This is an optimization exercise on Yosys and OpenROAD, whose aim is small area, not a production implementation.
RTL that was checked went through simulation tests only; none was proved equivalent to the original.
Power and IR drop assume default switching activity.

== maple ==
==> flow/design.v <==
module sync_block (
    input         clock,
    input         reset,
    input  [7:0]  strategy_sel,
    input         start,
    input         fg_opto,
    input         phase,
    input         wire_sensor,
    input         detector_ready,
    input  [31:0] fg_open_delay,
    input  [31:0] detector_ready_timeout,
    input  [31:0] phase_shift,
    input  [31:0] detonate_len,
    input  [31:0] trigger_len,
    output        detonator_triggered,
    output        output_trigger,
    output        valid_scenario,
    output [7:0]  scenario_state
);
localparam [3:0] IDLE = 4'd0, FG_WAIT_OPTO = 4'd1, FG_WAIT_OPEN = 4'd2, DETONATE = 4'd3,
                 WIRE_TRIGGER = 4'd4, WAIT_PHASE_FRONT = 4'd5, WAIT_PHASE_DELAY = 4'd6,
                 TRIGGER_PROLONG = 4'd7, DETECTOR_BUSY = 4'd8, DETECTOR_WAIT = 4'd9,
                 DETECTOR_FINISHED = 4'd10;
wire s0 = (strategy_sel == 8'd0);
wire s1 = (strategy_sel == 8'd1);
wire s2 = (strategy_sel == 8'd2);
wire s3 = (strategy_sel == 8'd3);
wire s4 = (strategy_sel == 8'd4);
wire valid = s1 | s2 | s3 | s4;
reg [3:0]  st;       
reg [31:0] cq;        
localparam [31:0] CPOL = 32'hFFFFFFFF;
wire [31:0] cnt = cq ^ CPOL;
reg        det, trig;
reg        start_p, fg_p, wire_p, phase_p;
wire start_e = start & ~start_p;
wire fg_e    = fg_opto & ~fg_p;
wire wire_e  = wire_sensor & ~wire_p;
wire phase_e = phase & ~phase_p;
wire is_fgo  = (st == FG_WAIT_OPEN);
wire is_det  = (st == DETONATE);
wire is_wpd  = (st == WAIT_PHASE_DELAY);
wire is_tp   = (st == TRIGGER_PROLONG);
wire is_db   = (st == DETECTOR_BUSY);
wire is_dw   = (st == DETECTOR_WAIT);
wire is_test = s0 & st[0];
wire [31:0] lim = ({32{is_fgo}} & fg_open_delay) | ({32{is_det}} & detonate_len) |
                  ({32{is_tp}} & trigger_len) | ({32{is_wpd}} & phase_shift) |
                  ({32{is_dw}} & detector_ready_timeout);
wire [3:0] glt, geq;
genvar gi, gj;
generate for (gj = 0; gj < 4; gj = gj + 1) begin : g_grp
    wire [8:0] bw;
    assign bw[0] = 1'b0;
    for (gi = 0; gi < 8; gi = gi + 1) begin : g_bit
        wire c = cnt[8*gj+gi], l = lim[8*gj+gi];
        assign bw[gi+1] = (~c & l) | (~c & bw[gi]) | (l & bw[gi]);
    end
    assign glt[gj] = bw[8];
    assign geq[gj] = (cnt[8*gj+7:8*gj] == lim[8*gj+7:8*gj]);
end endgenerate
wire lt = glt[3] | geq[3] & (glt[2] | geq[2] & (glt[1] | geq[1] & glt[0]));
wire inc  = is_test | ((is_fgo | is_det | is_tp | is_wpd) & lt) | (is_dw & lt & ~detector_ready);
wire keep = inc | is_tp | is_db;
wire [31:0] all_ones_below;
assign all_ones_below[0] = 1'b1;
generate for (gi = 1; gi < 32; gi = gi + 1) begin : g_inc
    assign all_ones_below[gi] = all_ones_below[gi-1] & cnt[gi-1];
end endgenerate
reg [3:0] st_n;
always @(*) begin
    st_n = st;
    if (s0) begin
        if (st == IDLE && start) st_n = FG_WAIT_OPTO;
    end else if (valid) begin
        case (st)
            IDLE:              if (start_e) st_n = FG_WAIT_OPTO;
            FG_WAIT_OPTO:      if (fg_e) st_n = FG_WAIT_OPEN;
            FG_WAIT_OPEN:      if (!lt) st_n = s2 ? TRIGGER_PROLONG : s4 ? WAIT_PHASE_FRONT : DETONATE;
            DETONATE:          if (!lt) st_n = WIRE_TRIGGER;
            WIRE_TRIGGER:      if (wire_e) st_n = s1 ? TRIGGER_PROLONG : WAIT_PHASE_FRONT;
            WAIT_PHASE_FRONT:  if (phase_e) st_n = WAIT_PHASE_DELAY;
            WAIT_PHASE_DELAY:  if (!lt) st_n = TRIGGER_PROLONG;
            TRIGGER_PROLONG:   if (!lt) st_n = (s2 | s4) ? IDLE : DETECTOR_BUSY;
            DETECTOR_BUSY:     if (~detector_ready) st_n = DETECTOR_WAIT;
            DETECTOR_WAIT:     if (!(lt & ~detector_ready)) st_n = DETECTOR_FINISHED;
            DETECTOR_FINISHED: if (~start) st_n = IDLE;
            default:           st_n = IDLE;
        endcase
    end
end
always @(posedge clock) begin
    start_p <= start;
    fg_p    <= fg_opto;
    wire_p  <= wire_sensor;
    phase_p <= phase;
    cq <= CPOL ^ ((cnt ^ ({32{inc}} & all_ones_below)) & {32{keep & ~reset}});
    if (reset) begin
        st   <= IDLE;
        det  <= 1'b0;
        trig <= 1'b0;
    end else begin
        st   <= st_n;
        det  <= is_det & lt;
        trig <= (is_tp & lt) | (s3 & is_wpd & ~lt);
    end
end
reg [3:0] st_out;
always @(*) begin
    st_out = st;
    if (s1 & st[3]) st_out = st - 4'd2;                    
    if (s1 & st == TRIGGER_PROLONG) st_out = 4'd5;
    if (s2 & st == TRIGGER_PROLONG) st_out = 4'd3;
    if (s4 & st[2] & (st[1] | st[0])) st_out = st - 4'd2;  
end
assign detonator_triggered = det;
assign output_trigger      = trig;
assign valid_scenario      = valid;
assign scenario_state      = {cnt[6:3] & {4{s0}}, (cnt[2:0] & {3{s0}}) | st_out[3:1], st_out[0]};
endmodule
Settings: LEC_CHECK=0, CAP_MARGIN=5, CORE_MARGIN=2, CORE_UTILIZATION=40, GPL_TIMING_DRIVEN=0, SLEW_MARGIN=5; clock period 6.0 ns.
standard.sh (not shown) runs the stock make flow with config.mk's settings and CLKGATE_MAP_FILE= SYNTH_SCRIPT=/design/flow/synth_recipe.tcl, a recipe that flattens the netlist after the stock synthesis.
==> flow/flow/run.sh <==
#!/bin/bash
# Standard layout, with these changes:
#  - the port buffers use the smallest buffer cell (buf_1);
#  - synthesis maps logic with an area-oriented ABC script (flow/abc_area.script);
#  - clock tree synthesis uses clkbuf_8 buffers and no dummy loads.
# Every tool's output goes to a log file in this folder.
set -euo pipefail
HERE=$(pwd)
mkdir -p "$HERE/scripts"
cp -r "$FLOW_HOME/scripts/." "$HERE/scripts/"
cp "$HERE/flow/abc_area.script" "$HERE/scripts/abc_area.script"
export SCRIPTS_DIR="$HERE/scripts"
export ABC_AREA=1
export BUFFER_PORTS_ARGS="-buffer_cell sky130_fd_sc_hd__buf_1"
export CTS_ARGS="-sink_clustering_enable -repair_clock_nets -buf_list sky130_fd_sc_hd__clkbuf_8 -dont_use_dummy_load"
bash standard.sh > standard_flow.log 2>&1
==> flow/flow/abc_area.script <==
strash
&get -n
&st
&dch
&nf -R 50
&put
topo
Input-level comparison between cedar and maple:
diff --git a/flow/design.v b/flow/design.v
--- a/flow/design.v
+++ b/flow/design.v
@@ -44,25 +44,30 @@
 wire is_db   = (st == DETECTOR_BUSY);
 wire is_dw   = (st == DETECTOR_WAIT);
 wire is_test = s0 & st[0];
 wire [31:0] lim = ({32{is_fgo}} & fg_open_delay) | ({32{is_det}} & detonate_len) |
                   ({32{is_tp}} & trigger_len) | ({32{is_wpd}} & phase_shift) |
                   ({32{is_dw}} & detector_ready_timeout);
-wire [3:0] glt, geq;
-genvar gi, gj;
-generate for (gj = 0; gj < 4; gj = gj + 1) begin : g_grp
-    wire [8:0] bw;
-    assign bw[0] = 1'b0;
-    for (gi = 0; gi < 8; gi = gi + 1) begin : g_bit
-        wire c = cnt[8*gj+gi], l = lim[8*gj+gi];
-        assign bw[gi+1] = (~c & l) | (~c & bw[gi]) | (l & bw[gi]);
+function automatic borrow_out(input [10:0] c, input [10:0] l, input integer n, input bin);
+    integer k;
+    reg b;
+    begin
+        b = bin;
+        for (k = 0; k < n; k = k + 1)
+            b = (~c[k] & l[k]) | (~c[k] & b) | (l[k] & b);
+        borrow_out = b;
     end
-    assign glt[gj] = bw[8];
-    assign geq[gj] = (cnt[8*gj+7:8*gj] == lim[8*gj+7:8*gj]);
-end endgenerate
-wire lt = glt[3] | geq[3] & (glt[2] | geq[2] & (glt[1] | geq[1] & glt[0]));
+endfunction
+wire b1   = borrow_out(cnt[10:0], lim[10:0], 11, 1'b0);
+wire b2_0 = borrow_out(cnt[21:11], lim[21:11], 11, 1'b0);
+wire b2_1 = borrow_out(cnt[21:11], lim[21:11], 11, 1'b1);
+wire b3_0 = borrow_out({1'b0, cnt[31:22]}, {1'b0, lim[31:22]}, 10, 1'b0);
+wire b3_1 = borrow_out({1'b0, cnt[31:22]}, {1'b0, lim[31:22]}, 10, 1'b1);
+wire b2   = b1 ? b2_1 : b2_0;
+wire lt   = b2 ? b3_1 : b3_0;
+genvar gi;
 wire inc  = is_test | ((is_fgo | is_det | is_tp | is_wpd) & lt) | (is_dw & lt & ~detector_ready);
 wire keep = inc | is_tp | is_db;
 wire [31:0] all_ones_below;
 assign all_ones_below[0] = 1'b1;
 generate for (gi = 1; gi < 32; gi = gi + 1) begin : g_inc
     assign all_ones_below[gi] = all_ones_below[gi-1] & cnt[gi-1];
==> summary.txt <==
Global-route usage: cedar > maple. For number of DRC violations after detailed-routing iteration 0, dividing the value from maple by the value from cedar gives 1.15. Comparing the two runs side by side, cedar comes out ahead of maple on post-synthesis cell area. | simple-gate share of the synthesized area | higher: cedar |. In cedar the area of combinational cells with multiple inputs turned out 96 um2 higher than in maple. Compared to maple, the router laid down less metal wire for cedar. cedar ends up with lower fraction of power consumed by the clock network than maple does. cedar against maple: die area went down; post-CTS setup-driven buffer insertion count went up; via count went up. Going from maple to cedar, area of all placed cells without fillers has increased; non-clock buffer count saw an increase; reported net switching power went down by 0.0040 mW. What the final checks of cedar revealed, after a flow that finished every stage, was a layout that fails on negative setup slack. cedar ended up with a lower post-layout worst setup margin than maple did.
For cedar, only the layout was checked, not whether the RTL still works.

## what the ideal ports hide
The results above use ideal ports. As a check the final layouts listed here were re-extracted and re-timed, cells and wires unchanged. Step 1: set_driving_cell puts a clkbuf_16 on clock and a buf_2 on each other input, an assumption about the parent block. Step 2 times the ports against the registers' clock, not the clock port: input delays grow and output delays shrink by t, the midpoint of the rising clock arrivals with the driver on. a / b / c = ideal ports / drivers / drivers and shift; a / b = the first two.
run	t, ns	slack for setup (ns)	worst register clock-pin slew, ns
maple	0.314	0.419 / 0.419 / 0.419	0.08 / 0.08
cedar	0.309	-2.436 / -2.429 / -2.738	0.08 / 0.08
For cedar, which loses most, drivers alone change the setup slack by +0.007 ns; drivers and shift together by -0.302 ns.
